Context: an optimization exercise on an open-source flow, tuned for small area, a short achievable clock period and few clock cycles. The choices shown serve that exercise and are no tape-out recipe.
Where RTL was checked, it was by simulation tests only, not by an equivalence proof against the original.
Only the layout flow was run in runs 1 and 2; the RTL was not checked for function there.
Power is estimated from default activity; no workload was simulated.

==> flow/design.v <==
module mont_step #(
    parameter W = 34
) (
    input  [W-1:0] s,
    input  [W-1:0] c,
    input          ci,
    input  [1:0]   a,
    input  [1:0]   an,
    input  [32:0]  b,
    input  [31:0]  n,
    output [W-1:0] s_o,
    output [W-1:0] c_o,
    output         ci_o
);
    localparam WT = W + 3;
    wire [WT-1:0] p0 = a[0] ? {{(WT-33){1'b0}}, b} : {WT{1'b0}};
    wire [WT-1:0] p1 = a[1] ? {{(WT-33){1'b0}}, b} : {WT{1'b0}};
    wire [WT-1:0] sx = {{(WT-W){1'b0}}, s};
    wire [WT-1:0] cx = {{(WT-W){1'b0}}, c};
    wire qp00 = !an[0] & b[0];
    wire qp01 = !an[0] & b[1];
    wire qp10 = !an[1] & b[0];
    wire [2:0] k0 = s[0] + c[0] + ci + qp00;
    wire q0  = s[0] ^ c[0] ^ ci ^ qp00;
    wire c0m = (k0 == 3'd1) | (k0 == 3'd2);      
    wire q1  = s[1] ^ c[1] ^ qp01 ^ (q0 & n[1]) ^ c0m ^ qp10;
    wire [WT-1:0] m0 = q0 ? {{(WT-32){1'b0}}, n} : {WT{1'b0}};
    wire [WT-1:0] m1 = q1 ? {{(WT-33){1'b0}}, n, 1'b0} : {WT{1'b0}};
    wire [WT-1:0] o2 = {p1[WT-2:0], ci};
    wire [WT-1:0] u1 = sx ^ cx ^ p0;
    wire [WT-1:0] v1 = {((sx & cx) | (sx & p0) | (cx & p0)), 1'b0};
    wire [WT-1:0] u2 = u1 ^ v1 ^ o2;
    wire [WT-1:0] v2 = {((u1 & v1) | (u1 & o2) | (v1 & o2)), 1'b0};
    wire [WT-1:0] u3 = u2 ^ v2 ^ m0;
    wire [WT-1:0] v3 = {((u2 & v2) | (u2 & m0) | (v2 & m0)), 1'b0};
    wire [WT-1:0] u4 = u3 ^ v3 ^ m1;
    wire [WT-1:0] v4 = (u3 & v3) | (u3 & m1) | (v3 & m1);
    assign s_o  = u4[W+1:2];
    assign c_o  = v4[W:1];
    assign ci_o = v4[0];
endmodule
`timescale 1ns / 1ps
module is_prime
#(
    parameter WIDTH = 32
) (
    input clk,
    input rst_n,
    input valid_i,
    output ready_i,
    input [WIDTH-1:0] number,
    output reg result,
    output valid_o,
    input ready_o
);
    localparam K  = 2;           
    localparam NC = 17;          
    localparam M  = K * NC;      
    localparam W  = 34;          
    localparam S_IDLE  = 0,
               S_CLASS = 1,
               S_SETUP = 2,      
               S_FIX   = 3,      
               S_MUL   = 4,      
               S_CONV  = 5,      
               S_DBL   = 6,      
               S_CHK   = 7,      
               S_DONE  = 8,
               S_HORN  = 9,      
               S_CHKW  = 10;     
    localparam NS = 11;
    localparam [1:0] OP_SQR  = 2'd0,     
                     OP_SQRC = 2'd1,     
                     OP_CHK  = 2'd3;     
    reg [NS-1:0] st;
    reg [1:0]   op;
    reg [31:0]  n;
    reg [34:0]  x;           
    reg [32:0]  ar;          
    reg [W-1:0] sr, cr;      
    reg         ci;
    reg [K-1:0] ab;          
    reg [K-1:0] abn;         
    reg [5:0]   cnt;
    reg [4:0]   e;           
    reg [4:0]   spos;        
    reg [4:0]   tpos;        
    reg [1:0]   base;        
    reg [1:0]   r3;
    reg [2:0]   r5, r7;
    reg [3:0]   r11, r13;
    reg [4:0]   r17, r19, r23;
    assign ready_i = st[S_IDLE];
    assign valid_o = st[S_DONE];
    wire nbit = n[e];
    reg  nbr;                
    wire at_s = (e == spos);
    wire any_zero = (r3 == 0) | (r5 == 0) | (r7 == 0) | (r11 == 0) |
                    (r13 == 0) | (r17 == 0) | (r19 == 0) | (r23 == 0);
    reg n_le1, n_eq2, small_n, small_prime;
    reg sp_in;
    always @(*) begin
        case (number[4:0])
            5'd3, 5'd5, 5'd7, 5'd11, 5'd13, 5'd17, 5'd19, 5'd23: sp_in = (number[31:5] == 0);
            default: sp_in = 1'b0;
        endcase
    end
    wire         mul = st[S_MUL];
    wire [W-1:0] s_nx, c_nx;
    wire         ci_nx;
    mont_step #(.W(W)) u_step (
        .s(sr), .c(cr), .ci(ci), .a(ab), .an(abn), .b(x[32:0]), .n(n),
        .s_o(s_nx), .c_o(c_nx), .ci_o(ci_nx)
    );
    wire [K*NC+K-1:0] xz = {{(K*NC+K-33){1'b0}}, x[32:0]};
    wire [K-1:0] ab_nx = xz[K * cnt + K +: K];
    localparam [1:0] H_DBL = 2'd0, H_ADD = 2'd1, H_RED = 2'd2;
    function [1:0] hop_of(input [1:0] b, input [3:0] k);
        begin
            hop_of = H_DBL;
            if (b == 1) begin              
                case (k)
                    4'd1, 4'd4: hop_of = H_ADD;
                    4'd2, 4'd5: hop_of = H_RED;
                    default:    hop_of = H_DBL;
                endcase
            end else begin                 
                case (k)
                    4'd1, 4'd4, 4'd7, 4'd11: hop_of = H_ADD;
                    4'd2, 4'd5, 4'd8, 4'd12: hop_of = H_RED;
                    default:                 hop_of = H_DBL;
                endcase
            end
        end
    endfunction
    wire hlast = (base == 1) ? (cnt[3:0] == 4'd5) : (cnt[3:0] == 4'd12);
    reg f_sum;               
    reg f_dbl, f_add, f_red, f_fix;
    reg f_ax;                
    reg nneg;                
    reg npos;                
    wire [34:0] n2   = {2'b00, n, 1'b0};
    wire [34:0] ca   = {1'b0, sr} | (f_dbl ? {x[33:0], 1'b0} : 35'd0)
                                  | (f_ax ? x : 35'd0);
    wire [34:0] cb   = {1'b0, cr} | (f_add ? {2'b00, ar} : 35'd0)
                                  | (nneg ? ~n2 : 35'd0) | (npos ? n2 : 35'd0);
    wire [34:0] sum  = ca + cb + {34'd0, nneg | ci};
    wire [32:0] y    = sum[32:0];
    reg  eq_m1, eq_1;        
    wire chk_pass = eq_m1 | (at_s & eq_1);
    reg [NS-1:0] st_n;
    reg [1:0] op_n;
    reg [4:0] e_n;
    reg [1:0] base_n;
    reg [5:0] cnt_n;
    reg       res_n;
    reg       setup_start;     
    task advance;
        begin
            st_n[S_MUL] = 1'b1;
            cnt_n = 0;
            if (at_s) op_n = OP_CHK;
            else begin op_n = OP_SQR; e_n = e - 1; end
        end
    endtask
    always @(*) begin
        st_n = {NS{1'b0}}; op_n = op; e_n = e; base_n = base; cnt_n = cnt + 1;
        res_n = result; setup_start = 1'b0;
        if (st[S_IDLE]) begin
            if (valid_i) st_n[S_CLASS] = 1'b1;
            else st_n[S_IDLE] = 1'b1;
        end
        if (st[S_CLASS]) begin
            if (!n[0] || n_le1) begin
                res_n = n_eq2;
                st_n[S_DONE] = 1'b1;
            end else begin
                base_n = 2'd0;
                setup_start = 1'b1;
            end
        end
        if (st[S_SETUP]) begin
            e_n = e - 1;
            if (cnt == M - 1 && base == 0 && (small_n || any_zero)) begin
                res_n = !any_zero | small_prime;
                st_n[S_DONE] = 1'b1;
            end else if (cnt == M - 1) begin
                e_n = tpos;
                st_n[S_FIX] = 1'b1;
            end else
                st_n[S_SETUP] = 1'b1;
        end
        if (st[S_FIX])
            advance;
        if (st[S_DBL])
            st_n[S_FIX] = 1'b1;
        if (st[S_HORN]) begin
            if (hlast) st_n[S_FIX] = 1'b1;
            else st_n[S_HORN] = 1'b1;
        end
        if (st[S_MUL]) begin
            if (cnt == NC - 1) st_n[S_CONV] = 1'b1;
            else st_n[S_MUL] = 1'b1;
        end
        if (st[S_CONV]) begin
            cnt_n = 0;
            case (op)
                OP_SQR: begin
                    if (nbr) begin       
                        if (base == 0) st_n[S_DBL] = 1'b1;
                        else st_n[S_HORN] = 1'b1;
                    end else advance;
                end
                OP_SQRC: begin op_n = OP_CHK; st_n[S_MUL] = 1'b1; end
                default: st_n[S_CHKW] = 1'b1;
            endcase
        end
        if (st[S_CHKW])
            st_n[S_CHK] = 1'b1;
        if (st[S_CHK]) begin
            cnt_n = 0;
            if (chk_pass) begin
                if (base == 2) begin
                    res_n = 1'b1;
                    st_n[S_DONE] = 1'b1;
                end else begin
                    base_n = base + 1;
                    setup_start = 1'b1;
                end
            end else if (e == 1) begin
                res_n = 1'b0;
                st_n[S_DONE] = 1'b1;
            end else begin
                op_n = OP_SQRC;
                e_n  = e - 1;
                st_n[S_MUL] = 1'b1;
            end
        end
        if (st[S_DONE]) begin
            if (ready_o) st_n[S_IDLE] = 1'b1;
            else st_n[S_DONE] = 1'b1;
        end
        if (setup_start) begin
            st_n[S_SETUP] = 1'b1;
            cnt_n = 0;
            e_n   = 5'd31;
        end
    end
    wire [1:0] hop_n  = hop_of(base_n, cnt_n[3:0]);
    wire       dbl_n  = st_n[S_SETUP] | st_n[S_DBL] | (st_n[S_HORN] & (hop_n == H_DBL));
    wire       add_n  = st_n[S_HORN] & (hop_n == H_ADD);
    wire       red_n  = st_n[S_HORN] & (hop_n == H_RED);
    wire       fix_n  = st_n[S_FIX];
    wire       cx_n   = st_n[S_CONV] & (op_n != OP_CHK);
    wire [34:0] x_nx = f_sum ? sum :
                       setup_start ? (st[S_CLASS] ? 35'd2 : (base == 0) ? 35'd7 : 35'd61) :
                       x;
    always @(posedge clk, negedge rst_n) begin
        if (!rst_n) begin
            st     <= {{(NS-1){1'b0}}, 1'b1};
            result <= 1'b0;
        end else begin
            st     <= st_n;
            result <= res_n;
        end
    end
    always @(posedge clk) begin
        op   <= op_n;
        e    <= e_n;
        base <= base_n;
        cnt  <= cnt_n;
        if (st[S_IDLE] && valid_i) begin
            n <= number;
            n_le1 <= (number[31:1] == 0);
            n_eq2 <= (number == 32'd2);
            small_n <= (number[31:9] == 0);
            small_prime <= sp_in;
        end
        eq_m1 <= (ar == {1'b0, n[31:1], 1'b0});
        eq_1  <= (ar == 33'd1);
        f_dbl <= dbl_n;
        f_add <= add_n;
        f_red <= red_n;
        f_fix <= fix_n;
        f_ax  <= add_n | red_n | fix_n;
        f_sum <= dbl_n | add_n | red_n | fix_n | cx_n;
        nneg <= (dbl_n & !x_nx[34]) | (red_n & !x[34]);
        npos <= (dbl_n | fix_n) & x_nx[34];
        ci <= mul & ci_nx;
        sr <= mul ? s_nx : {W{1'b0}};
        cr <= mul ? c_nx : {W{1'b0}};
        if (st_n[S_MUL] && !mul) begin
            ab  <= (op_n == OP_CHK) ? {{(K-1){1'b0}}, 1'b1} : x_nx[K-1:0];
            abn <= ~((op_n == OP_CHK) ? {{(K-1){1'b0}}, 1'b1} : x_nx[K-1:0]);
        end else begin
            ab  <= (op == OP_CHK) ? {K{1'b0}} : ab_nx;
            abn <= ~((op == OP_CHK) ? {K{1'b0}} : ab_nx);
        end
        x  <= x_nx;
        if (st[S_CONV])
            ar <= y;
        if (st[S_SETUP] && !cnt[5] && nbit && e != 0)
            spos <= e;
        if (setup_start)
            tpos <= 5'd0;
        else if (st[S_SETUP] && !cnt[5] && nbit && tpos == 0)
            tpos <= e;
        nbr <= nbit;
        if (!st[S_SETUP] || cnt == 0) begin
            r3 <= 0; r5 <= 0; r7 <= 0; r11 <= 0; r13 <= 0; r17 <= 0; r19 <= 0; r23 <= 0;
        end else begin
            r3  <= rmod3 ({r3,  nbr});
            r5  <= rmod5 ({r5,  nbr});
            r7  <= rmod7 ({r7,  nbr});
            r11 <= rmod11({r11, nbr});
            r13 <= rmod13({r13, nbr});
            r17 <= rmod17({r17, nbr});
            r19 <= rmod19({r19, nbr});
            r23 <= rmod23({r23, nbr});
        end
    end
    function [1:0] rmod3(input [2:0] t);  rmod3  = (t >= 3)  ? t - 3  : t; endfunction
    function [2:0] rmod5(input [3:0] t);  rmod5  = (t >= 5)  ? t - 5  : t; endfunction
    function [2:0] rmod7(input [3:0] t);  rmod7  = (t >= 7)  ? t - 7  : t; endfunction
    function [3:0] rmod11(input [4:0] t); rmod11 = (t >= 11) ? t - 11 : t; endfunction
    function [3:0] rmod13(input [4:0] t); rmod13 = (t >= 13) ? t - 13 : t; endfunction
    function [4:0] rmod17(input [5:0] t); rmod17 = (t >= 17) ? t - 17 : t; endfunction
    function [4:0] rmod19(input [5:0] t); rmod19 = (t >= 19) ? t - 19 : t; endfunction
    function [4:0] rmod23(input [5:0] t); rmod23 = (t >= 23) ? t - 23 : t; endfunction
endmodule
==> flow/run.sh <==
#!/bin/bash
# synth_recipe.tcl (not shown) runs the flow's synth.tcl, then flattens the netlist and writes it again
# the make line also repeats each setting of config.mk as NAME=value (left out here)
make -C /OpenROAD-flow-scripts/flow DESIGN_CONFIG=/design/flow/config.mk WORK_HOME=/design/flow/orfs CLKGATE_MAP_FILE= SYNTH_SCRIPT=/design/flow/synth_recipe.tcl finish
==> flow/config.mk <==
export PLATFORM = sky130hd
export DESIGN_NAME = is_prime
export DESIGN_NICKNAME = is_prime
export VERILOG_FILES = /design/flow/design.v
export SDC_FILE = /design/flow/constraint.sdc
export NUM_CORES = 4
export LEC_CHECK = 0
export ABC_CLOCK_PERIOD_IN_PS = 3000
export CAP_MARGIN = 20
export CORE_MARGIN = 2
export CORE_UTILIZATION = 40
export SETUP_SLACK_MARGIN = 1.3
export SLEW_MARGIN = 20
==> flow/constraint.sdc <==
create_clock -name core_clock -period 5.0 [get_ports {clk}]
set_input_delay 1.0000 -clock core_clock [delete_from_list [all_inputs] [get_ports {clk}]]
set_output_delay 1.0000 -clock core_clock [all_outputs]
set_load 0.01 [all_outputs]
==> results of run 1 <==
layer usage:
metal  share of wire (%)  track usage [%]
met1                  45             30.3
met2                  45             33.0
met3                 7.4             3.70
met4                 2.9             5.96
met5                   0                0
layout make-up:
class / instances / area, sq um
Clock buffer: 40 / 872
Fill cell: 3863 / 22700
Inverter: 159 / 597
Multi-Input combinational cell: 1179 / 9910
Sequential cell: 253 / 6210
Timing Repair Buffer: 64 / 629
Clock inverter: 16 / 159
Tap cell: 539 / 674
critical path, cell delays in order (launching register included):
cell and delay (ps):
dfxtp_4 420, buf_4 230, a221o_1 330, ha_1 340, and2_1 220, a221o_1 400
or2_2 380, o21a_1 190, or4b_4 530, mux2_2 290, o32ai_2 180
registers in the layout (all words and copies together), names as in the netlist, 5 cells and up:
signal  count
ar         33
n          32
st         11
r17         5
e           5
sr         34
x          35
r19         5
cnt         6
tpos        5
r23         5
cr         34
spos        5
final timing paths:
path / to
max in group asynchronous: st[4]$_DFF_PN0_
setup reg to reg: nneg$_DFF_P_
hold reg to reg: st[7]$_DFF_PN0_
min in group asynchronous: st[8]$_DFF_PN0_
setup / recovery: nneg$_DFF_P_
hold / removal: st[7]$_DFF_PN0_
repair_timing:
item,4_1_cts,5_1_grt
gates cloned,0,1
gates resized for setup,11,27
buffers inserted,1,5
hold endpoints to repair,0,0
pin swaps,2,6
endpoints found under the setup margin,45,42
power breakdown:
part	switching [mW]	internal (mW)
clock network	0.940	1.33
registers	0.612	2.71
logic	2.37	1.73
total	3.92	5.77
logic make-up (layout without fill, tap and decap cells):
| group | after synthesis | count (layout) | synth area share (%) |
|---|---|---|---|
| mux | 34 | 34 | 3.40 |
| simple gates | 552 | 552 | 17.1 |
| compound gates | 313 | 313 | 13.0 |
| flops | 253 | 253 | 36.8 |
| fa+ha+maj | 195 | 195 | 20.3 |
| buf+inv | 223 | 279 | 5.06 |
| xor+xnor | 85 | 85 | 4.42 |
cells in the mapped netlist, types with 13 or more instances:
master and count:
and2_1 165, inv_1 156, nand2_1 150, dfxtp_1 135, fa_1 130, edfxtp_1 106, a21oi_1 85, nor2_1 84
ha_1 64, clkbuf_1 56, xnor2_1 46, o21ai_0 44, xor2_1 39, a221o_1 37, o211ai_1 36, nor3_1 27
nor4_1 23, mux4_2 18, a21o_1 14, nand4_1 14, nand3_1 13
through the flow:
step	cells	hold slack, ps	total power [mW]	setup slack (ps)	util, %
after CTS	2244	355	9.62	1300	45.2
after global routing	2250	358	10.3	1250	45.6
final	2250	355	9.69	1390	45.6
after global placement	2187	335	7.20	1070	42.6
after detailed placement	2187	339	7.29	964	42.6
after floorplan	1655	331	6.06	1380	-
==> run summary, run 1 <==
Run status
The flow ran to the end and the layout has no timing, DRC or antenna violations.

Synthesis
The post-synthesis cell type count is 76. In the synthesized netlist the async set-or-reset flop fraction comes to 4.74%. For this run, the number of Yosys warnings is 1.

The average footprint of a synthesized cell is between 10 and 15 sq um. Counting flops and latches in the post-synthesis netlist gives 253. The area of the mapped netlist is 16800 sq um. Sequential cells were found to cover a little under two fifths of the synthesized design area. The most used flip-flop cell after synthesis is dfxtp_1. By area the synthesized netlist is led by edfxtp_1 (19%), dfxtp_1 (16%), fa_1 (15%). Counting flops with a built-in enable in the synthesized netlist gives 106.

Counting every net in the synthesized netlist gives about 1900. The synthesized design devotes to its leading area cell type 18.9% of total area. Summed over all instances, the cell type with the most area after synthesis is edfxtp_1. The number of cells produced by synthesis is 1655.

Min path
The class of the worst hold path is reg2reg. The worst hold path was traced through 0 stages. The startpoint of the tightest hold check path is st[10]$_DFF_PN0_.

Die
The die extent in x is 209 microns. The core region is ~42000 sq um. The height of the die is 209 microns. After floorplanning, the core was divided into 75 placement rows. For this configuration, the core starts out at a cell density of 40.3%. The total die area is 43700 sq um. The number of I/O pins is 39.

Global route
The number of antenna violations at the first check in global routing was 0. The first global-routing pass estimated 72300 microns of wire. Global routing used about a fifth of the available tracks. The number of global-route vias before repair came to 12500.

Summed over all layers, the global routing overflow is 0. Entering global routing, the biggest net connects a little over 70 pins.

Timing
The max-slew violation total from the final report came to 0. The number of failing setup endpoints in the final timing report is 0. At the pin with the least slew margin, the transition time is 1140 ps. The final count of hold timing violations is 0.

Measured against its own limit, the worst slew margin works out to 24.2%. Setup repair after global routing could not meet its margin everywhere. The clock period minus worst slack is between 3000 and 4000 ps.

After layout, the worst path uses 72.3% of the clock period. The setup TNS is 0 ps. The top achievable clock speed is 0.277 GHz.

The setup clock skew after layout is 20.6 ps.

Detailed routing
After detailed routing, the average wire length per cell comes to 20.4 microns. In the routed layout, each cell is associated on average with a via count of 5.59. For this block, the routed nets add up to 46000 microns of wire. The first detailed-routing pass took 5 iterations. The routed layout has about 13000 vias.

The total DRC errors in the routed layout is 0. The violation count after the first detailed-routing iteration is 1033. In this run the remaining antenna-violating nets after routing total 0.

Worst setup path
STA classifies the critical path startpoint as a flip-flop. STA puts the critical path data arrival time at 4130 ps. The worst reg-to-reg setup slack is approximately 1400 ps.

The depth of the worst register-to-register path is 10. The kind of critical path is reg2reg. The start point of the critical path is f_dbl$_DFF_P_. The startpoint of the worst-slack reg-to-reg timing path is f_dbl$_DFF_P_. The required time at the worst-slack endpoint is roughly 5500 ps.

The sort of element at the end of the critical path is a flip-flop. Along the worst path, the maximum fanout reaches 18.

Flow run
Max-cap violations in this run came to 0.

Placed design
Port buffering added 38 buffers. The standard cell area after detailed placement is between 15000 and 20000 sq um. The half-perimeter wire length after placement is 33700 microns.

The final weighted congestion in routability-driven placement is around 0.94.

Cells and area
The net total in the final layout is 1917. 0 antenna diodes ended up in the layout. The cell area after layout is 19000 sq um. The top cell types in the final layout, fill and taps aside, are and2_1 (164), inv_1 (156), nand2_1 (150). The synthesis-to-finish area growth is 13.2%.

The share of cells above drive strength 1 is under 10%. The most common cell after layout, fill and taps aside is and2_1.

CTS
The number of hold buffers added after CTS is 0. Clock-pin slew was measured on the worst setup and hold paths at around 60 ps. The later pin in the worst-skew pair is clocked with a latency of 600 ps.

The number of clock sinks is 253. The number of buffers on the longest clock path is 3. The number of clock buffers inserted by TritonCTS is 30. The cell at the root of the clock tree is clkbuf_16. TritonCTS built the clock tree. In this run the number of H-tree levels came out at 1.

Power
For this design the ratio of total power to cell area is between 500 and 600 nW/um^2. Summed over all cells, the static leakage comes to 7.63 nW. The maximum resistive drop on vdd is between 0.2 and 0.3 mV.
==> run 2, diff against run 1 <==
--- a/flow/design.v
+++ b/flow/design.v
@@ -7,3 +7,2 @@
     input  [1:0]   a,
-    input  [1:0]   an,
     input  [32:0]  b,
@@ -19,9 +18,6 @@
     wire [WT-1:0] cx = {{(WT-W){1'b0}}, c};
-    wire qp00 = !an[0] & b[0];
-    wire qp01 = !an[0] & b[1];
-    wire qp10 = !an[1] & b[0];
-    wire [2:0] k0 = s[0] + c[0] + ci + qp00;
-    wire q0  = s[0] ^ c[0] ^ ci ^ qp00;
+    wire [2:0] k0 = s[0] + c[0] + ci + p0[0];
+    wire q0  = s[0] ^ c[0] ^ ci ^ p0[0];
     wire c0m = (k0 == 3'd1) | (k0 == 3'd2);      
-    wire q1  = s[1] ^ c[1] ^ qp01 ^ (q0 & n[1]) ^ c0m ^ qp10;
+    wire q1  = s[1] ^ c[1] ^ p0[1] ^ (q0 & n[1]) ^ c0m ^ p1[0];
     wire [WT-1:0] m0 = q0 ? {{(WT-32){1'b0}}, n} : {WT{1'b0}};
@@ -82,3 +78,2 @@
     reg [K-1:0] ab;          
-    reg [K-1:0] abn;         
     reg [5:0]   cnt;
@@ -111,3 +106,3 @@
     mont_step #(.W(W)) u_step (
-        .s(sr), .c(cr), .ci(ci), .a(ab), .an(abn), .b(x[32:0]), .n(n),
+        .s(sr), .c(cr), .ci(ci), .a(ab), .b(x[32:0]), .n(n),
         .s_o(s_nx), .c_o(c_nx), .ci_o(ci_nx)
@@ -136,3 +131,4 @@
     wire hlast = (base == 1) ? (cnt[3:0] == 4'd5) : (cnt[3:0] == 4'd12);
-    reg f_sum;               
+    reg f_conv;              
+    reg f_rst;               
     reg f_dbl, f_add, f_red, f_fix;
@@ -142,7 +138,7 @@
     wire [34:0] n2   = {2'b00, n, 1'b0};
-    wire [34:0] ca   = {1'b0, sr} | (f_dbl ? {x[33:0], 1'b0} : 35'd0)
+    wire [34:0] ca   = (f_conv ? {1'b0, sr} : 35'd0) | (f_dbl ? {x[33:0], 1'b0} : 35'd0)
                                   | (f_ax ? x : 35'd0);
-    wire [34:0] cb   = {1'b0, cr} | (f_add ? {2'b00, ar} : 35'd0)
+    wire [34:0] cb   = (f_conv ? {1'b0, cr} : 35'd0) | (f_add | f_rst ? {2'b00, ar} : 35'd0)
                                   | (nneg ? ~n2 : 35'd0) | (npos ? n2 : 35'd0);
-    wire [34:0] sum  = ca + cb + {34'd0, nneg | ci};
+    wire [34:0] sum  = ca + cb + {34'd0, nneg | (f_conv & ci)};
     wire [32:0] y    = sum[32:0];
@@ -254,5 +250,5 @@
     wire       cx_n   = st_n[S_CONV] & (op_n != OP_CHK);
-    wire [34:0] x_nx = f_sum ? sum :
-                       setup_start ? (st[S_CLASS] ? 35'd2 : (base == 0) ? 35'd7 : 35'd61) :
-                       x;
+    wire [34:0] x_nx = setup_start ? (st[S_CLASS] ? 35'd2 : (base == 0) ? 35'd7 : 35'd61) :
+                       sum;
+    wire hold_n = st_n[S_MUL] | st_n[S_CHKW] | st_n[S_DONE] | st_n[S_IDLE] | st_n[S_CLASS];
     always @(posedge clk, negedge rst_n) begin
@@ -278,4 +274,4 @@
         end
-        eq_m1 <= (ar == {1'b0, n[31:1], 1'b0});
-        eq_1  <= (ar == 33'd1);
+        eq_m1 <= (x[32:0] == {1'b0, n[31:1], 1'b0});
+        eq_1  <= (x[32:0] == 33'd1);
         f_dbl <= dbl_n;
@@ -284,4 +280,5 @@
         f_fix <= fix_n;
-        f_ax  <= add_n | red_n | fix_n;
-        f_sum <= dbl_n | add_n | red_n | fix_n | cx_n;
+        f_ax  <= add_n | red_n | fix_n | hold_n;
+        f_conv <= st_n[S_CONV];
+        f_rst  <= st_n[S_CHK];
         nneg <= (dbl_n & !x_nx[34]) | (red_n & !x[34]);
@@ -291,12 +288,9 @@
         cr <= mul ? c_nx : {W{1'b0}};
-        if (st_n[S_MUL] && !mul) begin
-            ab  <= (op_n == OP_CHK) ? {{(K-1){1'b0}}, 1'b1} : x_nx[K-1:0];
-            abn <= ~((op_n == OP_CHK) ? {{(K-1){1'b0}}, 1'b1} : x_nx[K-1:0]);
-        end else begin
-            ab  <= (op == OP_CHK) ? {K{1'b0}} : ab_nx;
-            abn <= ~((op == OP_CHK) ? {K{1'b0}} : ab_nx);
-        end
+        if (st_n[S_MUL] && !mul)
+            ab <= (op_n == OP_CHK) ? {{(K-1){1'b0}}, 1'b1} : x_nx[K-1:0];
+        else
+            ab <= (op == OP_CHK) ? {K{1'b0}} : ab_nx;
         x  <= x_nx;
         if (st[S_CONV])
-            ar <= y;
+            ar <= (op == OP_CHK) ? x[32:0] : y;
         if (st[S_SETUP] && !cnt[5] && nbit && e != 0)
==> run 2 against run 1 <==
Still clean. Clock power rose by 2%. Critical path depth grew 3. Sequential cell count down 1. Clock skew decreased by 5.9 ps. Synthesized cell count grew 4.5%. Critical path type unchanged. Largest cell class unchanged.
==> run summary, run 2 <==
Synthesis
The most instantiated flip-flop cell in the synthesis netlist is dfxtp_1. The number of enable-type register cells in the synthesized netlist is 74 (-30%). The number of cells produced by synthesis is 1730 (+4.5%). The synthesized net count is 1958 (+3.9%). By area the synthesized netlist is led by dfxtp_1 (20%), fa_1 (15%), edfxtp_1 (13%). The dominant cell by count in the synthesized netlist is inv_1.

The average footprint of a synthesized cell was 9.81 sq um (-3.6%). The fraction of synthesis flops using an asynchronous set or reset pin was 4.76% (+0.019 points). The yosys synthesis warning count came to 1 (unchanged). The part of the Yosys area used for sequential elements is 34.5% (-2.3 points).

The share of Yosys cell area claimed by the top area cell type is 19.6% (+0.68 points). The area of the mapped netlist is 17000 sq um (+0.80%). The largest total area in the synthesized netlist belongs to dfxtp_1. Counting instances in the post-synthesis netlist gives the leading cell types as inv_1 (189), dfxtp_1 (166), and2_1 (141), nand2_1 (141), fa_1 (128).

The post-synthesis cell type count is 84 (+11%). The post-synthesis register bit count is 252 (-0.40%).

Flow run
The number of max-capacitance violations reported came to 0 (unchanged).

Power
The ratio of total power to cell area came to 525 nW/um^2 (+3.2%). The post-route total power is 10.1 mW (+4.4%). The switching share of power is 40.7% (+0.18 points). The clock network fraction of total power is 22.9% (-0.5 points). The share of total power in sequential cells is 33.9% (-0.3 points). The static leakage is 8.00 nW (+4.9%). The internal power was 6.00 mW (+4.1%). The share of total power in combinational logic is 43.2% (+0.9 points). The maximum resistive drop on vdd is 0.294 mV (+6.6%). The total net switching power was 4.12 mW (+4.9%).

Placed design
The final weighted congestion in routability-driven placement is 0.933 (-0.86%). The worst setup timing slack at the placement stage is 732 ps (-232 ps). The quantity of I/O buffers inserted on ports was 38 (unchanged). The half-perimeter wire length after placement is 31300 microns (-7.0%). The standard cell area after detailed placement is 17800 sq um (+0.14%).

The total instance count after detailed placement is 2229 (+1.9%).

Global route
The number of global-route vias before repair was 12900 (+3.1%). The wire length of the first global-routing pass is 71600 microns (-1.0%). The overflow left after global routing is 0 (unchanged).

The maximum number of pins on one net before global-route repair is 54 (-25%). The number of antenna violations at the first check in global routing was 0 (unchanged). The combined global-route utilization of all metal layers is 20.6% (-0.52 points).

Worst setup path
The kind of critical path is reg2reg. The worst-path maximum fanout is 6 (-12). Broken down by cell family, the worst path's largest delay share belongs to compound AO/OA/AOI/OAI gates. The sort of element at the end of the critical path is a flip-flop. Traced cell by cell, the critical path runs through buf_4, mux2_2, a221o_1, ha_2, a21oi_1, o22ai_2, a2111oi_1, o21ai_2, a41oi_2, o22ai_1, o22ai_1, xor2_1, a21oi_1. The slowest cell on the critical path is a2111oi_1.

The number of buffer and inverter instances along the worst setup path is 1 (unchanged). The data arrival time of the worst path was 3910 ps (-220 ps). The required time at the worst-slack endpoint is 5300 ps (-210 ps). The stage delay of the slowest cell on the critical path is 450 ps (-80 ps). The startpoint kind of the worst setup timing path is a flip-flop.

Detailed routing
The post-detailed-routing wire length is 45100 microns (-2.0%). The detailed-route vias per instance is 5.58 (about the same). The remaining antenna violation count came to 0 (unchanged).

The routed via count is 12900 (+2.4%). The routed length per instance came to 19.6 microns (-4.4%). The violation count after the first detailed-routing iteration is 1164 (+13%). The number of search-and-repair iterations in the first detailed-routing pass is 10 (+5).

The total DRC errors in the routed layout is 0 (unchanged).

Timing
The pin slew with the least headroom to its limit came to 1070 ps (-69.5 ps). The clock period minus worst slack was 3610 ps (-8.28 ps). The setup clock skew after layout came to 14.7 ps (-5.89 ps). The worst slack on hold paths is 400 ps (+45.0 ps).

The number of failing setup endpoints in the final timing report is 0 (unchanged). Setup repair after global routing could not meet its margin everywhere. The worst-case headroom to the max-slew limit was 28.8% (+4.6 points). The worst-case setup margin in the final layout came to 1390 ps (+8.28 ps).

The max-slew violation total from the final report is 0 (unchanged). The ratio of final minimum period to clock period is 72.1% (-0.17 points). The setup TNS is 0 ps (unchanged). The final count of hold timing violations came to 0 (unchanged). The top achievable clock speed came to 0.277 GHz (+0.23%).

Die
The core region area is 41900 sq um (+0.45%). The die extent in x is 210 microns (+0.39%). The number of I/O pins is 39 (unchanged). The height of the die was 210 microns (+0.39%). The effective utilization at floorplan is 40.4% (+0.14 points). The total die area is 44100 sq um (+0.78%). The count of standard-cell rows was 75 (unchanged).

CTS
The number of levels the H-tree was split into is 1 (unchanged). The clock latency on the worst-skew pair was 580 ps (-20 ps). The CTS tree is yes. The number of buffers on the longest clock path is 3 (unchanged). In this run the clock root is driven by a clkbuf_16. The number of clock buffers inserted by TritonCTS is 30 (unchanged).

The number of clock sinks is 252 (-0.40%). The post-CTS clock slew at the launch and capture registers of the worst setup and hold paths is 70 ps (about the same).

Cells and area
The largest register by flop count is x. The utilization after layout came to 46.0% (+0.34 points). The cell area after layout came to 19300 sq um (+1.2%). The final antenna diode count is 0 (unchanged). The library cells used most frequently in the layout, excluding fill and tap cells, are inv_1 (189), dfxtp_1 (157), nand2_1 (141). The number of flip-flops under the largest register name is 35 (unchanged). Relative to the synthesized area, the layout overhead comes to 13.6%. The share of cells above drive strength 1 came to 12.3% (+4.2 points). The largest registers in the layout are x x35, cr x34, sr x34.

The number of standard cells in the final layout excluding fillers is 2305 (+2.4%). The net total in the final layout is 1970 (+2.8%). The most common cell after layout, fill and taps aside is inv_1.

Min path
The class of the worst hold path is reg2reg.

Run status
The flow ran to the end and the layout has no timing, DRC or antenna violations.
## run 2: changes by cell type after synthesis, moves of 28 or more
| cell | before | now |
|---|---|---|
| o211ai_1 | 36 | 3 |
| inv_1 | 156 | 189 |
| edfxtp_1 | 106 | 74 |
| clkbuf_1 | 56 | 85 |
| a222oi_1 | 0 | 33 |
| dfxtp_1 | 135 | 166 |
| mux2_2 | 5 | 33 |
## run 2: layout make-up
class | count | area [sq um]
Multi-Input combinational cell | 1183 | 10200
Clock buffer | 36 | 815
Inverter | 191 | 717
Tap cell | 539 | 674
Fill cell | 3947 | 22700
Clock inverter | 20 | 219
Timing Repair Buffer | 84 | 769
Sequential cell | 252 | 5870
## run 2: path summary, 6_finish.rpt
path	from	endpoint	slack, ps	cells past startpoint
max in group asynchronous	rst_n	st[5]$_DFF_PN0_	3770	1
hold / removal	st[10]$_DFF_PN0_	f_rst$_DFF_P_	400	0
setup / recovery	n[5]$_DFFE_PP_	ar[25]$_DFFE_PP_	1390	13
hold reg to reg	st[10]$_DFF_PN0_	f_rst$_DFF_P_	400	0
min in group asynchronous	rst_n	st[9]$_DFF_PN0_	800	1
setup reg to reg	n[5]$_DFFE_PP_	ar[25]$_DFFE_PP_	1390	13
## run 2: power groups by stage
stage | registers [mW] | logic, mW | clock network [mW]
2_1_floorplan | 2.81 | 3.62 | 0
3_3_place_gp | 3.44 | 3.99 | 0
3_5_place_dp | 3.46 | 4.09 | 0
4_1_cts | 3.41 | 4.18 | 2.35
5_1_grt | 3.48 | 4.87 | 2.43
6_report | 3.43 | 4.37 | 2.31
## run 2: routing by layer
layer / track usage, % / vias up / wire, microns
met1: 27.8 / 6428 / 19800
li1: - / 5914 / -
met5: 0 / - / 0
met2: 33.2 / 434 / 20500
met3: 4.25 / 89 / 3180
met4: 7.12 / 0 / 1570
## run 2: timing repair
item                                    CTS  global route
endpoints found under the setup margin   33            81
resized for setup                        19            38
setup buffers                             6            11
hold buffers                              0             0
hold endpoints to repair                  0             0
pin swaps                                 5            17
gates cloned                              2             0
## run 2: cells by family after synthesis
| group | count (synthesis) | share of synthesized area, % |
|---|---|---|
| and+or+nand+nor | 540 | 16.2 |
| adders and majority gates | 193 | 19.9 |
| xor gates and xnor gates | 89 | 4.60 |
| muxes | 62 | 5.35 |
| DFF | 252 | 34.5 |
| AOI/OAI and AO/OA | 297 | 12.7 |
| buffers and inverters | 297 | 6.74 |
==> run 3, diff against run 2 <==
--- a/flow/design.v
+++ b/flow/design.v
@@ -18,6 +18,13 @@
     wire [WT-1:0] cx = {{(WT-W){1'b0}}, c};
-    wire [2:0] k0 = s[0] + c[0] + ci + p0[0];
-    wire q0  = s[0] ^ c[0] ^ ci ^ p0[0];
-    wire c0m = (k0 == 3'd1) | (k0 == 3'd2);      
-    wire q1  = s[1] ^ c[1] ^ p0[1] ^ (q0 & n[1]) ^ c0m ^ p1[0];
+    wire q0 = s[0] ^ c[0] ^ ci ^ p0[0];
+    reg  g;
+    always @(*) begin
+        case ({s[0], c[0], ci, p0[0]})
+            4'b0000, 4'b1111: g = 1'b0;                              
+            4'b0001, 4'b0010, 4'b0100, 4'b1000: g = !n[1];           
+            4'b0111, 4'b1011, 4'b1101, 4'b1110: g = n[1];            
+            default: g = 1'b1;                                       
+        endcase
+    end
+    wire q1 = s[1] ^ c[1] ^ p0[1] ^ p1[0] ^ g;
     wire [WT-1:0] m0 = q0 ? {{(WT-32){1'b0}}, n} : {WT{1'b0}};
@@ -83,2 +90,6 @@
     reg [1:0]   base;        
+    reg [7:0]   bq;          
+    reg [2:0]   blead;       
+    reg [2:0]   hidx;        
+    reg [1:0]   hph;         
     reg [1:0]   r3;
@@ -94,2 +105,41 @@
                     (r13 == 0) | (r17 == 0) | (r19 == 0) | (r23 == 0);
+    function [10:0] rom_b(input [4:0] h);
+        case (h)
+            5'd0: rom_b = {3'd2, 8'd7};
+            5'd1: rom_b = {3'd7, 8'd197};
+            5'd2: rom_b = {3'd6, 8'd102};
+            5'd3: rom_b = {3'd6, 8'd102};
+            5'd4: rom_b = {3'd7, 8'd194};
+            5'd5: rom_b = {3'd3, 8'd10};
+            5'd6: rom_b = {3'd6, 8'd65};
+            5'd7: rom_b = {3'd2, 8'd5};
+            5'd8: rom_b = {3'd5, 8'd43};
+            5'd9: rom_b = {3'd3, 8'd15};
+            5'd10: rom_b = {3'd7, 8'd178};
+            5'd11: rom_b = {3'd4, 8'd22};
+            5'd12: rom_b = {3'd4, 8'd21};
+            5'd13: rom_b = {3'd3, 8'd15};
+            5'd14: rom_b = {3'd5, 8'd41};
+            5'd15: rom_b = {3'd3, 8'd10};
+            5'd16: rom_b = {3'd3, 8'd13};
+            5'd17: rom_b = {3'd3, 8'd11};
+            5'd18: rom_b = {3'd6, 8'd75};
+            5'd19: rom_b = {3'd3, 8'd11};
+            5'd20: rom_b = {3'd2, 8'd7};
+            5'd21: rom_b = {3'd2, 8'd5};
+            5'd22: rom_b = {3'd3, 8'd14};
+            5'd23: rom_b = {3'd2, 8'd7};
+            5'd24: rom_b = {3'd3, 8'd11};
+            5'd25: rom_b = {3'd2, 8'd7};
+            5'd26: rom_b = {3'd2, 8'd7};
+            5'd27: rom_b = {3'd4, 8'd17};
+            5'd28: rom_b = {3'd6, 8'd69};
+            5'd29: rom_b = {3'd6, 8'd101};
+            5'd30: rom_b = {3'd4, 8'd22};
+            5'd31: rom_b = {3'd5, 8'd39};
+            default: rom_b = {3'd2, 8'd7};
+        endcase
+    endfunction
+    wire [4:0] hash_in = number[4:0] ^ number[9:5] ^ number[14:10] ^ number[19:15] ^
+                         number[24:20] ^ number[29:25] ^ {3'b000, number[31:30]};
     reg n_le1, n_eq2, small_n, small_prime;
@@ -112,23 +162,3 @@
     localparam [1:0] H_DBL = 2'd0, H_ADD = 2'd1, H_RED = 2'd2;
-    function [1:0] hop_of(input [1:0] b, input [3:0] k);
-        begin
-            hop_of = H_DBL;
-            if (b == 1) begin              
-                case (k)
-                    4'd1, 4'd4: hop_of = H_ADD;
-                    4'd2, 4'd5: hop_of = H_RED;
-                    default:    hop_of = H_DBL;
-                endcase
-            end else begin                 
-                case (k)
-                    4'd1, 4'd4, 4'd7, 4'd11: hop_of = H_ADD;
-                    4'd2, 4'd5, 4'd8, 4'd12: hop_of = H_RED;
-                    default:                 hop_of = H_DBL;
-                endcase
-            end
-        end
-    endfunction
-    wire hlast = (base == 1) ? (cnt[3:0] == 4'd5) : (cnt[3:0] == 4'd12);
-    reg f_conv;              
-    reg f_rst;               
+    reg f_sum;               
     reg f_dbl, f_add, f_red, f_fix;
@@ -138,7 +168,7 @@
     wire [34:0] n2   = {2'b00, n, 1'b0};
-    wire [34:0] ca   = (f_conv ? {1'b0, sr} : 35'd0) | (f_dbl ? {x[33:0], 1'b0} : 35'd0)
+    wire [34:0] ca   = {1'b0, sr} | (f_dbl ? {x[33:0], 1'b0} : 35'd0)
                                   | (f_ax ? x : 35'd0);
-    wire [34:0] cb   = (f_conv ? {1'b0, cr} : 35'd0) | (f_add | f_rst ? {2'b00, ar} : 35'd0)
+    wire [34:0] cb   = {1'b0, cr} | (f_add ? {2'b00, ar} : 35'd0)
                                   | (nneg ? ~n2 : 35'd0) | (npos ? n2 : 35'd0);
-    wire [34:0] sum  = ca + cb + {34'd0, nneg | (f_conv & ci)};
+    wire [34:0] sum  = ca + cb + {34'd0, nneg | ci};
     wire [32:0] y    = sum[32:0];
@@ -153,2 +183,4 @@
     reg       setup_start;     
+    reg [2:0] hidx_n;
+    reg [1:0] hph_n;
     task advance;
@@ -163,2 +195,3 @@
         st_n = {NS{1'b0}}; op_n = op; e_n = e; base_n = base; cnt_n = cnt + 1;
+        hidx_n = hidx; hph_n = hph;
         res_n = result; setup_start = 1'b0;
@@ -193,4 +226,16 @@
         if (st[S_HORN]) begin
-            if (hlast) st_n[S_FIX] = 1'b1;
-            else st_n[S_HORN] = 1'b1;
+            st_n[S_HORN] = 1'b1;
+            case (hph)
+                H_DBL: begin
+                    if (bq[hidx]) hph_n = H_ADD;
+                    else if (hidx == 0) begin st_n[S_HORN] = 1'b0; st_n[S_FIX] = 1'b1; end
+                    else hidx_n = hidx - 1;
+                end
+                H_ADD: hph_n = H_RED;
+                default: begin
+                    hph_n = H_DBL;
+                    if (hidx == 0) begin st_n[S_HORN] = 1'b0; st_n[S_FIX] = 1'b1; end
+                    else hidx_n = hidx - 1;
+                end
+            endcase
         end
@@ -206,3 +251,7 @@
                         if (base == 0) st_n[S_DBL] = 1'b1;
-                        else st_n[S_HORN] = 1'b1;
+                        else begin
+                            st_n[S_HORN] = 1'b1;
+                            hidx_n = blead - 1;
+                            hph_n  = H_DBL;
+                        end
                     end else advance;
@@ -218,3 +267,3 @@
             if (chk_pass) begin
-                if (base == 2) begin
+                if (base == 1) begin
                     res_n = 1'b1;
@@ -244,3 +293,3 @@
     end
-    wire [1:0] hop_n  = hop_of(base_n, cnt_n[3:0]);
+    wire [1:0] hop_n  = hph_n;
     wire       dbl_n  = st_n[S_SETUP] | st_n[S_DBL] | (st_n[S_HORN] & (hop_n == H_DBL));
@@ -250,5 +299,5 @@
     wire       cx_n   = st_n[S_CONV] & (op_n != OP_CHK);
-    wire [34:0] x_nx = setup_start ? (st[S_CLASS] ? 35'd2 : (base == 0) ? 35'd7 : 35'd61) :
-                       sum;
-    wire hold_n = st_n[S_MUL] | st_n[S_CHKW] | st_n[S_DONE] | st_n[S_IDLE] | st_n[S_CLASS];
+    wire [34:0] x_nx = f_sum ? sum :
+                       setup_start ? (st[S_CLASS] ? 35'd2 : {27'd0, bq}) :
+                       x;
     always @(posedge clk, negedge rst_n) begin
@@ -267,2 +316,4 @@
         cnt  <= cnt_n;
+        hidx <= hidx_n;
+        hph  <= hph_n;
         if (st[S_IDLE] && valid_i) begin
@@ -273,5 +324,6 @@
             small_prime <= sp_in;
+            {blead, bq} <= rom_b(hash_in);
         end
-        eq_m1 <= (x[32:0] == {1'b0, n[31:1], 1'b0});
-        eq_1  <= (x[32:0] == 33'd1);
+        eq_m1 <= (ar == {1'b0, n[31:1], 1'b0});
+        eq_1  <= (ar == 33'd1);
         f_dbl <= dbl_n;
@@ -280,5 +332,4 @@
         f_fix <= fix_n;
-        f_ax  <= add_n | red_n | fix_n | hold_n;
-        f_conv <= st_n[S_CONV];
-        f_rst  <= st_n[S_CHK];
+        f_ax  <= add_n | red_n | fix_n;
+        f_sum <= dbl_n | add_n | red_n | fix_n | cx_n;
         nneg <= (dbl_n & !x_nx[34]) | (red_n & !x[34]);
@@ -294,3 +345,3 @@
         if (st[S_CONV])
-            ar <= (op == OP_CHK) ? x[32:0] : y;
+            ar <= y;
         if (st[S_SETUP] && !cnt[5] && nbit && e != 0)
--- a/flow/config.mk
+++ b/flow/config.mk
@@ -11,3 +11,6 @@
 export CORE_UTILIZATION = 40
-export SETUP_SLACK_MARGIN = 1.3
+export CTS_BUF_LIST = sky130_fd_sc_hd__clkbuf_8
+export CTS_CLUSTER_DIAMETER = 60
+export CTS_CLUSTER_SIZE = 16
+export SETUP_SLACK_MARGIN = 2.0
 export SLEW_MARGIN = 20
==> run 3 against run 2 <==
Still clean on timing, DRC and antenna. Synthesized area grew 5.0%. Die area increased by 4.9%. Hold slack worse by 21 ps. Clock power shrank 23%. Synthesized cell count rose by 2.1%. Sequential power up 1%. Wire length grew 16%. Maximum frequency up 9.1%. Non-clock buffer count rose by 59. Via count grew 6.1%. Critical path depth decreased by 1. Clock-buffer cell count shrank 5. Largest power group unchanged.
==> run summary, run 3 <==
Detailed routing
The detailed-route vias per instance is 5.48 (-1.8%). The routed via count is 13600 (+6.1%). The total DRC errors in the routed layout is 0 (unchanged).

The remaining antenna violation count is 0 (unchanged). The violation count after the first detailed-routing iteration is 1195 (+2.7%). The number of search-and-repair iterations in the first detailed-routing pass came to 5 (-5). The post-detailed-routing wire length is 52200 microns (+16%).

The routed length per instance was 20.9 microns (+7.1%).

CTS
The tree is rooted in a clkbuf_8. The number of clock buffers inserted by TritonCTS was 30 (unchanged). The clock latency on the worst-skew pair is 680 ps (+100 ps). TritonCTS built the clock tree. The number of levels the H-tree was split into is 1 (unchanged).

The number of buffers on the longest clock path is 3 (unchanged). The number of clock sinks is 267 (+6.0%). The post-CTS clock slew at the launch and capture registers of the worst setup and hold paths is 110 ps (+40 ps).

Synthesis
The synthesized net count is 2001 (+2.2%). The number of enable-type register cells in the synthesized netlist is 117 (+58%). The dominant cell by count in the synthesized netlist is nand2_1.

The share of Yosys cell area claimed by the top area cell type is 19.7% (+0.13 points). The yosys synthesis warning count is 2 (+1). The number of cells produced by synthesis is 1766 (+2.1%).

The average footprint of a synthesized cell came to 10.1 sq um (+2.9%). The part of the Yosys area used for sequential elements came to 36.9% (+2.5 points). The fraction of synthesis flops using an asynchronous set or reset pin is 4.49% (-0.27 points).

In the synthesized netlist, the cells that appear most often are nand2_1 (176), and2_1 (165), inv_1 (165). edfxtp_1 takes more of the synthesized area than any other cell. Yosys attributes the largest share of cell area to edfxtp_1 (20%), dfxtp_1 (16%), fa_1 (14%). The post-synthesis cell type count is 93 (+11%). The post-synthesis register bit count was 267 (+6.0%). The area of the mapped netlist is 17800 sq um (+5.0%). The most instantiated flip-flop cell in the synthesis netlist is dfxtp_1.

Power
The share of total power in combinational logic is 51.2% (+8.0 points). The internal power is 6.28 mW (+4.7%). The static leakage came to 8.41 nW (+5.0%). The clock network fraction of total power is 16.5% (-6.4 points). The switching share of power is 41.8% (+1.1 points).

The maximum resistive drop on vdd was 0.251 mV (-15%). The ratio of total power to cell area came to 503 nW/um^2 (-4.2%). The post-route total power is 10.8 mW (+6.6%). The share of total power in sequential cells came to 32.2% (-1.7 points). The total net switching power is 4.50 mW (+9.4%).

Timing
The clock period minus worst slack came to 3310 ps (-300 ps). The number of failing setup endpoints in the final timing report is 0 (unchanged). The worst-case headroom to the max-slew limit is 38.6% (+9.8 points). The ratio of final minimum period to clock period is 66.1% (-6.0 points). The max-slew violation total from the final report was 0 (unchanged). The pin slew with the least headroom to its limit is 914 ps (-154 ps).

Setup repair after global routing could not meet its margin everywhere. The setup clock skew after layout is 66.2 ps (+51.5 ps). The worst slack on hold paths is 380 ps (-20.6 ps). The setup TNS is 0 ps (unchanged). The final count of hold timing violations is 0 (unchanged). The top achievable clock speed is 0.302 GHz (+9.1%).

Cells and area
The synthesis-to-finish area growth is 20.4%. More flip-flops sit in one register than any other, and that register is x. The share of cells above drive strength 1 is 22.1% (+9.8 points). In the layout the commonest cells are nand2_1 (171), inv_1 (135), dfxtp_1 (127). The number of flip-flops under the largest register name came to 35 (unchanged). The largest registers in the layout are x x35, cr x34, sr x34. The area used by sequential logic in the layout is 6610 sq um (+13%). The utilization after layout came to 48.6% (+2.7 points).

Leaving out fill and tap cells, the most frequent cell in the layout is nand2_1. The net total in the final layout is 2109 (+7.1%). The multi-input gate area in the final layout is 11200 sq um (+9.3%). The final-layout fill cell count came to 4129 (+4.6%).

Die
The effective utilization at floorplan is 40.4% (-0.063 points). The core region area is 44100 sq um (+5.2%). The count of standard-cell rows came to 77 (+2.7%). The height of the die was 215 microns (+2.4%). The total die area is 46200 sq um (+4.9%). The number of I/O pins came to 39 (unchanged). The die extent in x was 215 microns (+2.4%).

Global route
The wire length of the first global-routing pass is 81300 microns (+14%). The number of global-route vias before repair was 13700 (+6.6%). The overflow left after global routing is 0 (unchanged).

The number of antenna violations at the first check in global routing is 2 (+2). The maximum number of pins on one net before global-route repair is 72 (+33%). The combined global-route utilization of all metal layers was 22.7% (+2.1 points).

Worst setup path
The depth of the worst register-to-register path is 12 (-1). The setup path with the least slack is of type reg2reg. The sort of element at the end of the critical path is a flip-flop. The worst-path maximum fanout is 7 (+1). The startpoint kind of the worst setup timing path is a flip-flop. The start point of the critical path is f_ax$_DFF_P_. The data arrival time of the worst path is 3740 ps (-170 ps). The worst register-to-register path begins at f_ax$_DFF_P_. The required time at the worst-slack endpoint was 5430 ps (+130 ps).

Placed design
The quantity of I/O buffers inserted on ports is 38 (unchanged). The half-perimeter wire length after placement is 35200 microns (+12%). The final weighted congestion in routability-driven placement is 0.918 (-1.6%).

Run status
The flow ran to the end and the layout has no timing, DRC or antenna violations.

Min path
The worst hold path stage count is 0 (unchanged). The tightest min-delay check is of the reg2reg type. The worst hold path begins at st[10]$_DFF_PN0_.

Flow run
The number of max-capacitance violations reported was 0 (unchanged).
run 3: repair_timing:
action,in CTS,in global routing
hold buffers,0,0
pin swaps,72,30
resized for setup,159,88
gates cloned,10,1
buffers inserted,57,21
setup endpoints to repair,160,132
run 3: cells by family (layout without fill, tap and decap cells):
kind of cell	count (synthesis)	count (layout)	synth area share [%]
adder cells (fa/ha/maj)	200	200	19.5
flip-flops	267	267	36.9
other	0	1	0
AO/OA/AOI/OAI	333	333	12.7
buffers and inverters	236	367	5.06
XOR/XNOR	114	115	5.60
multiplexers	34	34	3.36
AND/OR/NAND/NOR	582	582	16.9
run 3: per-layer routing:
layer	GRT usage (%)	wire (microns)	vias to the layer above
li1	-	-	6305
met1	31.0	22400	6764
met2	36.3	23800	475
met3	3.17	3480	105
met4	9.77	2490	0
met5	0	0	-
run 3: through the flow:
stage / std cells / setup WS (ps) / cell area [sq um]
floorplan: 1766 / 1910 / 18000
finish: 2491 / 1690 / 21500
global route: 2491 / 1600 / 21500
global placement: 2345 / 1060 / 19000
CTS: 2468 / 1760 / 21000
detailed placement: 2345 / 1060 / 19000
run 3: worst paths after layout:
| check | endpoint | slack, ps |
|---|---|---|
| min reg2reg | st[7]$_DFF_PN0_ | 380 |
| min in group asynchronous | st[3]$_DFF_PN0_ | 710 |
| max reg2reg | x[28]$_DFFE_PP_ | 1690 |
| max in group asynchronous | st[4]$_DFF_PN0_ | 3790 |
| min | st[7]$_DFF_PN0_ | 380 |
| max | x[28]$_DFFE_PP_ | 1690 |
run 3: critical path, stage by stage, from the launching register on:
cell,delay (ps)
dfxtp_4,420
buf_4,180
a221o_1,360
ha_4,250
a211o_1,260
a21oi_1,110
o21ai_1,100
a221oi_2,280
nand3_2,160
a221o_2,430
buf_4,160
xor2_1,160
and2_1,180
run 3: power groups by stage:
stage / Combinational (mW) / Clock (mW) / Sequential [mW]
floorplan: 3.53 / 0 / 3.23
global placement: 4.29 / 0 / 3.55
detailed placement: 4.36 / 0 / 3.55
CTS: 5.21 / 1.82 / 3.47
global route: 6.08 / 1.92 / 3.53
finish: 5.53 / 1.79 / 3.48
run 3: layout make-up:
type                       count  share of cell area, %
multi-input combinational   1264                   52.0
timing repair buffer         143                   7.40
clock inverter                25                   1.29
inverter                     167                   2.98
clock buffer                  31                   1.99
sequential                   267                   30.8
antenna                        1                 0.0117
tap                          592                   3.45
timing repair inverter         1                 0.0408
Testbench counts of run 3, summed over its fixed seeds: cycles 28,683.
==> run 4, diff against run 3 <==
--- a/flow/config.mk
+++ b/flow/config.mk
@@ -14,3 +14,3 @@
 export CTS_CLUSTER_SIZE = 16
-export SETUP_SLACK_MARGIN = 2.0
+export SETUP_SLACK_MARGIN = 1.3
 export SLEW_MARGIN = 20
==> run 4 against run 3 <==
Still clean on timing, DRC and antenna. Non-clock buffer count shrank 85. First-iteration DRC count shrank 12%. Cell count shrank 3.5%. Critical path depth grew 1. Clock power shrank 3%. Power shrank 10%. Critical path type unchanged. Critical endpoint is now x[32]$_DFFE_PP_. Highest routed layer is now met5.
==> run summary, run 4 <==
Synthesis
The complex-gate fraction of the synthesized area is 12.7% (unchanged). The part of the Yosys area used for sequential elements is 36.9% (unchanged). The number of cells produced by synthesis is 1766 (unchanged). The synthesized net count was 2001 (unchanged). The post-synthesis simple-gate area fraction is 16.9% (unchanged). The most used flip-flop cell after synthesis is dfxtp_1. The post-synthesis cell type count is 93 (unchanged).

edfxtp_1 takes more of the synthesized area than any other cell. The yosys synthesis warning count is 2 (unchanged). The share of Yosys cell area claimed by the top area cell type is 19.7% (unchanged). Sorting the synthesized cells by how often they occur yields nand2_1 (176), and2_1 (165), inv_1 (165).

The adder and majority gate portion of the synthesized area came to 19.5% (unchanged). After synthesis, the largest family of logic cells by area is adder cells. The fraction of synthesis flops using an asynchronous set or reset pin is 4.49% (unchanged). Among all cell types in the netlist, the one instantiated most often is nand2_1.

The area of the mapped netlist is 17800 sq um (unchanged). In the post-synthesis netlist, the biggest area contributors are edfxtp_1 (20%), dfxtp_1 (16%), fa_1 (14%). The share of synthesized area spent on multiplexers is 3.36% (unchanged). The share of the synthesized netlist area taken by xor and xnor gates is 5.60% (unchanged). The number of enable-type register cells in the synthesized netlist is 117 (unchanged). The post-synthesis register bit count was 267 (unchanged).

The average footprint of a synthesized cell is 10.1 sq um (unchanged).

Cells and area
The cell area after layout came to 19600 sq um (-8.5%). The final-layout fill cell count is 4322 (+4.7%). The area growth from synthesis to layout is 10.2%.

In the final layout, the registers with the most flip-flops are x x35, cr x34, sr x34. The number of flip-flops under the largest register name was 35 (unchanged). The most common cell after layout, fill and taps aside is nand2_1.

The share of cells above drive strength 1 is 7.62% (-14 points). Counting flops per register, the top entry is x. In the layout the commonest cells are nand2_1 (176), inv_1 (168), and2_1 (164).

The net total in the final layout is 2022 (-4.1%).

CTS
The number of buffers on the longest clock path is 3 (unchanged). The clock latency on the worst-skew pair is 670 ps (about the same). The number of clock sinks is 267 (unchanged).

The post-CTS clock slew at the launch and capture registers of the worst setup and hold paths is 100 ps (about the same). The number of levels the H-tree was split into is 1 (unchanged). TritonCTS built the clock tree. The number of clock buffers inserted by TritonCTS is 30 (unchanged). The cell at the root of the clock tree is clkbuf_8.

Worst setup path
The sort of element at the end of the critical path is a flip-flop. By startpoint and endpoint, the worst setup path is classified as reg2reg. The required time at the worst-slack endpoint is 5410 ps (-20 ps). The data arrival time of the worst path is 3920 ps (+180 ps). The startpoint kind of the worst setup timing path is a flip-flop. The depth of the worst register-to-register path is 13 (+1). The worst-path maximum fanout was 20 (+13).

Die
The height of the die is 215 microns (unchanged). The core region area is 44100 sq um (unchanged). The total die area was 46200 sq um (unchanged). The die extent in x was 215 microns (unchanged). The count of standard-cell rows was 77 (unchanged). The effective utilization at floorplan is 40.4% (unchanged). The number of I/O pins was 39 (unchanged).

Global route
The maximum number of pins on one net before global-route repair was 72 (unchanged). The overflow left after global routing came to 0 (unchanged). The wire length of the first global-routing pass is 78000 microns (-4.1%). The number of global-route vias before repair was 13400 (-2.4%). The combined global-route utilization of all metal layers is 21.5% (-1.3 points). The number of antenna violations at the first check in global routing came to 2 (unchanged).

Timing
The final count of hold timing violations is 0 (unchanged). The ratio of final minimum period to clock period is 70.3% (+4.1 points). The top achievable clock speed is 0.285 GHz (-5.9%).

Setup repair after global routing left no endpoint under its margin. The number of failing setup endpoints in the final timing report is 0 (unchanged). The pin slew with the least headroom to its limit is 1030 ps (+115 ps). The clock period minus worst slack came to 3510 ps (+206 ps). The setup TNS was 0 ps (unchanged). The setup clock skew after layout was 34.0 ps (-32.2 ps).

The max-slew violation total from the final report came to 0 (unchanged). The worst-case headroom to the max-slew limit came to 30.9% (-7.7 points).

Detailed routing
The violation count after the first detailed-routing iteration is 1053 (-12%). The routed via count was 13300 (-2.7%). The remaining antenna violation count is 0 (unchanged). The detailed-route vias per instance was 5.52 (+0.81%). The routed length per instance is 20.4 microns (-2.7%).

The total DRC errors in the routed layout is 0 (unchanged). The number of search-and-repair iterations in the first detailed-routing pass is 9 (+4). The post-detailed-routing wire length is 49000 microns (-6.1%).

Placed design
The standard cell area after detailed placement was 18800 sq um (-0.75%). The half-perimeter wire length after placement is 36800 microns (+4.4%). The quantity of I/O buffers inserted on ports is 38 (unchanged). The final weighted congestion in routability-driven placement is 0.917 (about the same).

Power
The static leakage is 7.79 nW (-7.3%). The ratio of total power to cell area was 494 nW/um^2 (-1.8%). The maximum resistive drop on vdd is 0.216 mV (-14%).

Min path
The class of the worst hold path is reg2reg. The worst hold path stage count is 0 (unchanged).

Flow run
The number of max-capacitance violations reported is 0 (unchanged).

Run status
The run finished with no timing, DRC or antenna violations.
==> run 4: final cells by class <==
class | count | area (sq um) | area share [%]
Sequential cell | 267 | 6590 | 33.6
Clock buffer | 31 | 427 | 2.17
Multi-Input combinational cell | 1263 | 10400 | 53.1
Antenna cell | 1 | 2.50 | 0.0127
Timing Repair Buffer | 58 | 547 | 2.79
Clock inverter | 25 | 274 | 1.40
Tap cell | 592 | 741 | 3.77
Inverter | 167 | 629 | 3.21
==> run 4: worst max-delay path, cell delays in order, from the launching register on <==
cell      delay [ps]
dfxtp_2          650
buf_4            290
nand2_1           70
o211ai_1         110
ha_1             330
a211o_1          280
a21oi_1          110
o21ai_1           90
a221oi_2         250
nand3_2          150
a221o_2          470
a31oi_1          220
xnor2_1          110
and2_1           160
==> run 4: path summary, 6_finish.rpt <==
path	from	to	slack, ps
setup / recovery	npos$_DFF_P_	x[32]$_DFFE_PP_	1490
hold / removal	st[10]$_DFF_PN0_	st[7]$_DFF_PN0_	390
setup reg to reg	npos$_DFF_P_	x[32]$_DFFE_PP_	1490
hold reg to reg	st[10]$_DFF_PN0_	st[7]$_DFF_PN0_	390
max in group asynchronous	rst_n	st[4]$_DFF_PN0_	3840
min in group asynchronous	rst_n	st[1]$_DFF_PN0_	720
==> run 4: layer usage <==
| layer | up-vias | routed length (microns) | GRT usage (%) |
|---|---|---|---|
| li1 | 6116 | - | - |
| met1 | 6658 | 21600 | 29.4 |
| met2 | 416 | 22500 | 34.8 |
| met3 | 87 | 3120 | 2.94 |
| met4 | 2 | 1720 | 7.77 |
| met5 | - | 10 | 0 |
==> run 4: cell families (layout without fill, tap and decap cells) <==
family | Yosys count | in the layout
adders and majority gates | 200 | 200
other | 0 | 1
buffers and inverters | 236 | 281
muxes | 34 | 34
DFF | 267 | 267
xor gates and xnor gates | 114 | 114
AOI/OAI and AO/OA | 333 | 333
and+or+nand+nor | 582 | 582
==> run 4: power by group <==
group | switching (mW) | total, mW | leakage [nW] | internal (mW)
Clock | 0.982 | 1.73 | 0.354 | 0.746
Sequential | 0.679 | 3.58 | 2.38 | 2.90
Combinational | 2.52 | 4.39 | 5.06 | 1.87
==> run 4: timing repair <==
action / in CTS / in global routing
hold buffers: 0 / 0
setup endpoints to repair: 17 / 20
pin swaps: 0 / 1
gates resized for setup: 5 / 18
buffers inserted: 0 / 0
==> run 4: stage by stage <==
stage	cells	worst slack (ps)	hold slack (ps)	utilization [%]	power, mW
floorplan	1766	1570	331	-	6.62
global placement	2347	1200	343	42.7	7.80
detailed placement	2347	1130	342	42.7	7.89
CTS	2403	1300	386	44.3	9.67
global route	2404	1270	407	44.5	10.4
finish	2404	1490	388	44.5	9.70
==> run 5, diff against run 4 <==
--- a/flow/config.mk
+++ b/flow/config.mk
@@ -14,3 +14,3 @@
 export CTS_CLUSTER_SIZE = 16
-export SETUP_SLACK_MARGIN = 1.3
+export SETUP_SLACK_MARGIN = 1.5
 export SLEW_MARGIN = 20
==> run 5 against run 4 <==
Still clean on timing, DRC and antenna. Non-clock buffer count grew 12. Critical path depth shrank 1. Via count grew 0.48%. Die area is the same. Register-to-register slack gained 130 ps.
==> run summary, run 5 <==
Global route
The combined global-route utilization of all metal layers is 21.6% (+0.15 points). The number of antenna violations at the first check in global routing is 2 (unchanged). The maximum number of pins on one net before global-route repair came to 72 (unchanged).

The number of global-route vias before repair came to 13400 (+0.037%). The wire length of the first global-routing pass was 78400 microns (+0.57%).

CTS
The cell sitting at the root of the clock tree is a clkbuf_8. The number of buffers on the longest clock path is 3 (unchanged). The number of clock buffers inserted by TritonCTS is 30 (unchanged).

The number of levels the H-tree was split into is 1 (unchanged). The post-CTS clock slew at the launch and capture registers of the worst setup and hold paths came to 100 ps (about the same). The number of clock sinks is 267 (unchanged).

Synthesis
The part of the Yosys area used for sequential elements is 36.9% (unchanged). The library cell with the largest summed area after synthesis is edfxtp_1. The post-synthesis cell type count came to 93 (unchanged). Yosys attributes the largest share of cell area to edfxtp_1 (20%), dfxtp_1 (16%), fa_1 (14%). The post-synthesis register bit count is 267 (unchanged). The number of enable-type register cells in the synthesized netlist came to 117 (unchanged). The commonest cells after synthesis are nand2_1 (176), and2_1 (165), inv_1 (165). In the post-synthesis netlist, the cell with the most instances is nand2_1.

The synthesized net count is 2001 (unchanged). The fraction of synthesis flops using an asynchronous set or reset pin is 4.49% (unchanged). The share of Yosys cell area claimed by the top area cell type is 19.7% (unchanged).

Timing
The setup clock skew after layout is 42.9 ps (+8.94 ps). Setup repair after global routing could not meet its margin everywhere. The top achievable clock speed was 0.295 GHz (+3.7%). The worst-case headroom to the max-slew limit is 29.8% (-1.1 points). The clock period minus worst slack is 3390 ps (-125 ps).

The max-slew violation total from the final report is 0 (unchanged). The setup TNS is 0 ps (unchanged). The final count of hold timing violations was 0 (unchanged). The pin slew with the least headroom to its limit is 1050 ps (+16.0 ps).

Die
The number of I/O pins is 39 (unchanged). The total die area is 46200 sq um (unchanged). The core region area is 44100 sq um (unchanged). The count of standard-cell rows is 77 (unchanged). The effective utilization at floorplan is 40.4% (unchanged). The die extent in x is 215 microns (unchanged).

Power
The total net switching power is 4.22 mW (+0.79%). The clock network fraction of total power is 17.6% (-0.2 points). The static leakage is 7.87 nW (+1.0%). The share of total power in combinational logic is 46.0% (+0.7 points). The post-route total power is 9.80 mW (+1.1%).

The share of total power in sequential cells came to 36.4% (-0.5 points).

Detailed routing
The post-detailed-routing wire length came to 49400 microns (+0.88%). The total DRC errors in the routed layout is 0 (unchanged). The detailed-route vias per instance came to 5.52 (about the same).

The routed length per instance was 20.5 microns (+0.38%). The routed via count is 13300 (+0.48%). The remaining antenna violation count came to 0 (unchanged).

Cells and area
The share of cells above drive strength 1 is 8.83% (+1.2 points). The largest registers in the layout are x x35, cr x34, sr x34. The net total in the final layout is 2034 (+0.59%). x holds more flip-flops than any other register.

Leaving out fill and tap cells, the most frequent cells in the layout are nand2_1 (176), inv_1 (168), and2_1 (164). Compared with the post-synthesis result, the final layout area differs by 11.3%. The library cell used most frequently in the layout, excluding fill and tap cells, is nand2_1. The utilization after layout was 45.0% (+0.47 points).

Min path
The worst hold path stage count came to 0 (unchanged). The class of the worst hold path is reg2reg.

Run status
The flow ran to the end and the layout has no timing, DRC or antenna violations.

Worst setup path
The required time at the worst-slack endpoint is 5400 ps (about the same). The data arrival time of the worst path came to 3790 ps (-130 ps). The worst setup path is launched from a flip-flop.

The worst-path maximum fanout is 8 (-60%). The depth of the worst register-to-register path is 12 (-1). The worst setup path is of the reg2reg kind. The sort of element at the end of the critical path is a flip-flop.

Flow run
The number of max-capacitance violations reported is 0 (unchanged).

Placed design
The half-perimeter wire length after placement is 36800 microns (unchanged). The total instance count after detailed placement is 2347 (unchanged). The final weighted congestion in routability-driven placement is 0.917 (unchanged).
==> run 5: cell type report <==
cell class | instances | area, sq um
flip-flops and latches | 267 | 6600
clock inverters | 25 | 274
diodes | 1 | 2.50
repair buffers | 70 | 686
clock buffers | 31 | 427
well taps | 592 | 741
fillers | 4300 | 24300
multi-input cells | 1263 | 10500
inverters | 167 | 632
==> run 5: metal layers <==
metal	GRT usage (%)	vias to the layer above	wire length, microns
met5	0	-	13
met4	7.43	2	1900
met3	3.01	116	3430
met2	35.3	451	22500
met1	29.6	6625	21600
li1	-	6149	-
==> run 5: cells by family (layout without fill, tap and decap cells) <==
family | count (synthesis) | count (layout) | share of synthesized area, %
AND/OR/NAND/NOR | 582 | 582 | 16.9
AO/OA/AOI/OAI | 333 | 333 | 12.7
flip-flops | 267 | 267 | 36.9
buffers and inverters | 236 | 293 | 5.06
adder cells (fa/ha/maj) | 200 | 200 | 19.5
XOR/XNOR | 114 | 114 | 5.60
multiplexers | 34 | 34 | 3.36
other | 0 | 1 | 0
==> run 5: metrics by stage <==
stage	hold WS, ps	worst slack (ps)	cell area, sq um
final	391	1610	19800
after global routing	407	1460	19800
after floorplan	331	1570	17800
after global placement	343	1200	18800
after detailed placement	342	1130	18800
after CTS	386	1490	19600
==> run 5: power by group through the flow <==
stage	Combinational (mW)	Clock [mW]	Sequential, mW
3_3_place_gp	4.20	0	3.59
5_1_grt	5.03	1.86	3.62
4_1_cts	4.34	1.79	3.56
2_1_floorplan	3.40	0	3.22
3_5_place_dp	4.29	0	3.60
6_report	4.51	1.73	3.56
==> run 5: timing repair <==
action | 4_1_cts | 5_1_grt
gates cloned | 1 | 0
setup buffers | 2 | 9
pin swaps | 2 | 7
endpoints found under the setup margin | 41 | 24
resized for setup | 18 | 23
hold buffers | 0 | 0
==> run 5: critical path, stage by stage (launching register included) <==
cell	delay (ps)
dfxtp_4	380
buf_4	180
a221o_1	360
ha_1	270
nor2b_1	150
o2111ai_2	310
a2111oi_2	120
a211o_1	370
a311oi_4	330
a21oi_2	140
a31oi_1	230
xnor2_1	100
and2_1	150
==> run 5: final timing paths <==
kind | slack, ps | to | start
worst max-delay path | 1610 | x[31]$_DFFE_PP_ | f_dbl$_DFF_P_
worst min-delay path | 390 | st[7]$_DFF_PN0_ | st[10]$_DFF_PN0_
worst max register to register | 1610 | x[31]$_DFFE_PP_ | f_dbl$_DFF_P_
worst min register to register | 390 | st[7]$_DFF_PN0_ | st[10]$_DFF_PN0_
max in group asynchronous | 3850 | st[4]$_DFF_PN0_ | rst_n
min in group asynchronous | 710 | st[3]$_DFF_PN0_ | rst_n

Check on run 5: ideal ports give 1.613 ns setup slack; a clkbuf_16 on the clock port and buf_2 on the inputs give 1.613 ns; moving port delays by the midpoint clock arrival (0.702 ns) as well gives 1.196 ns.
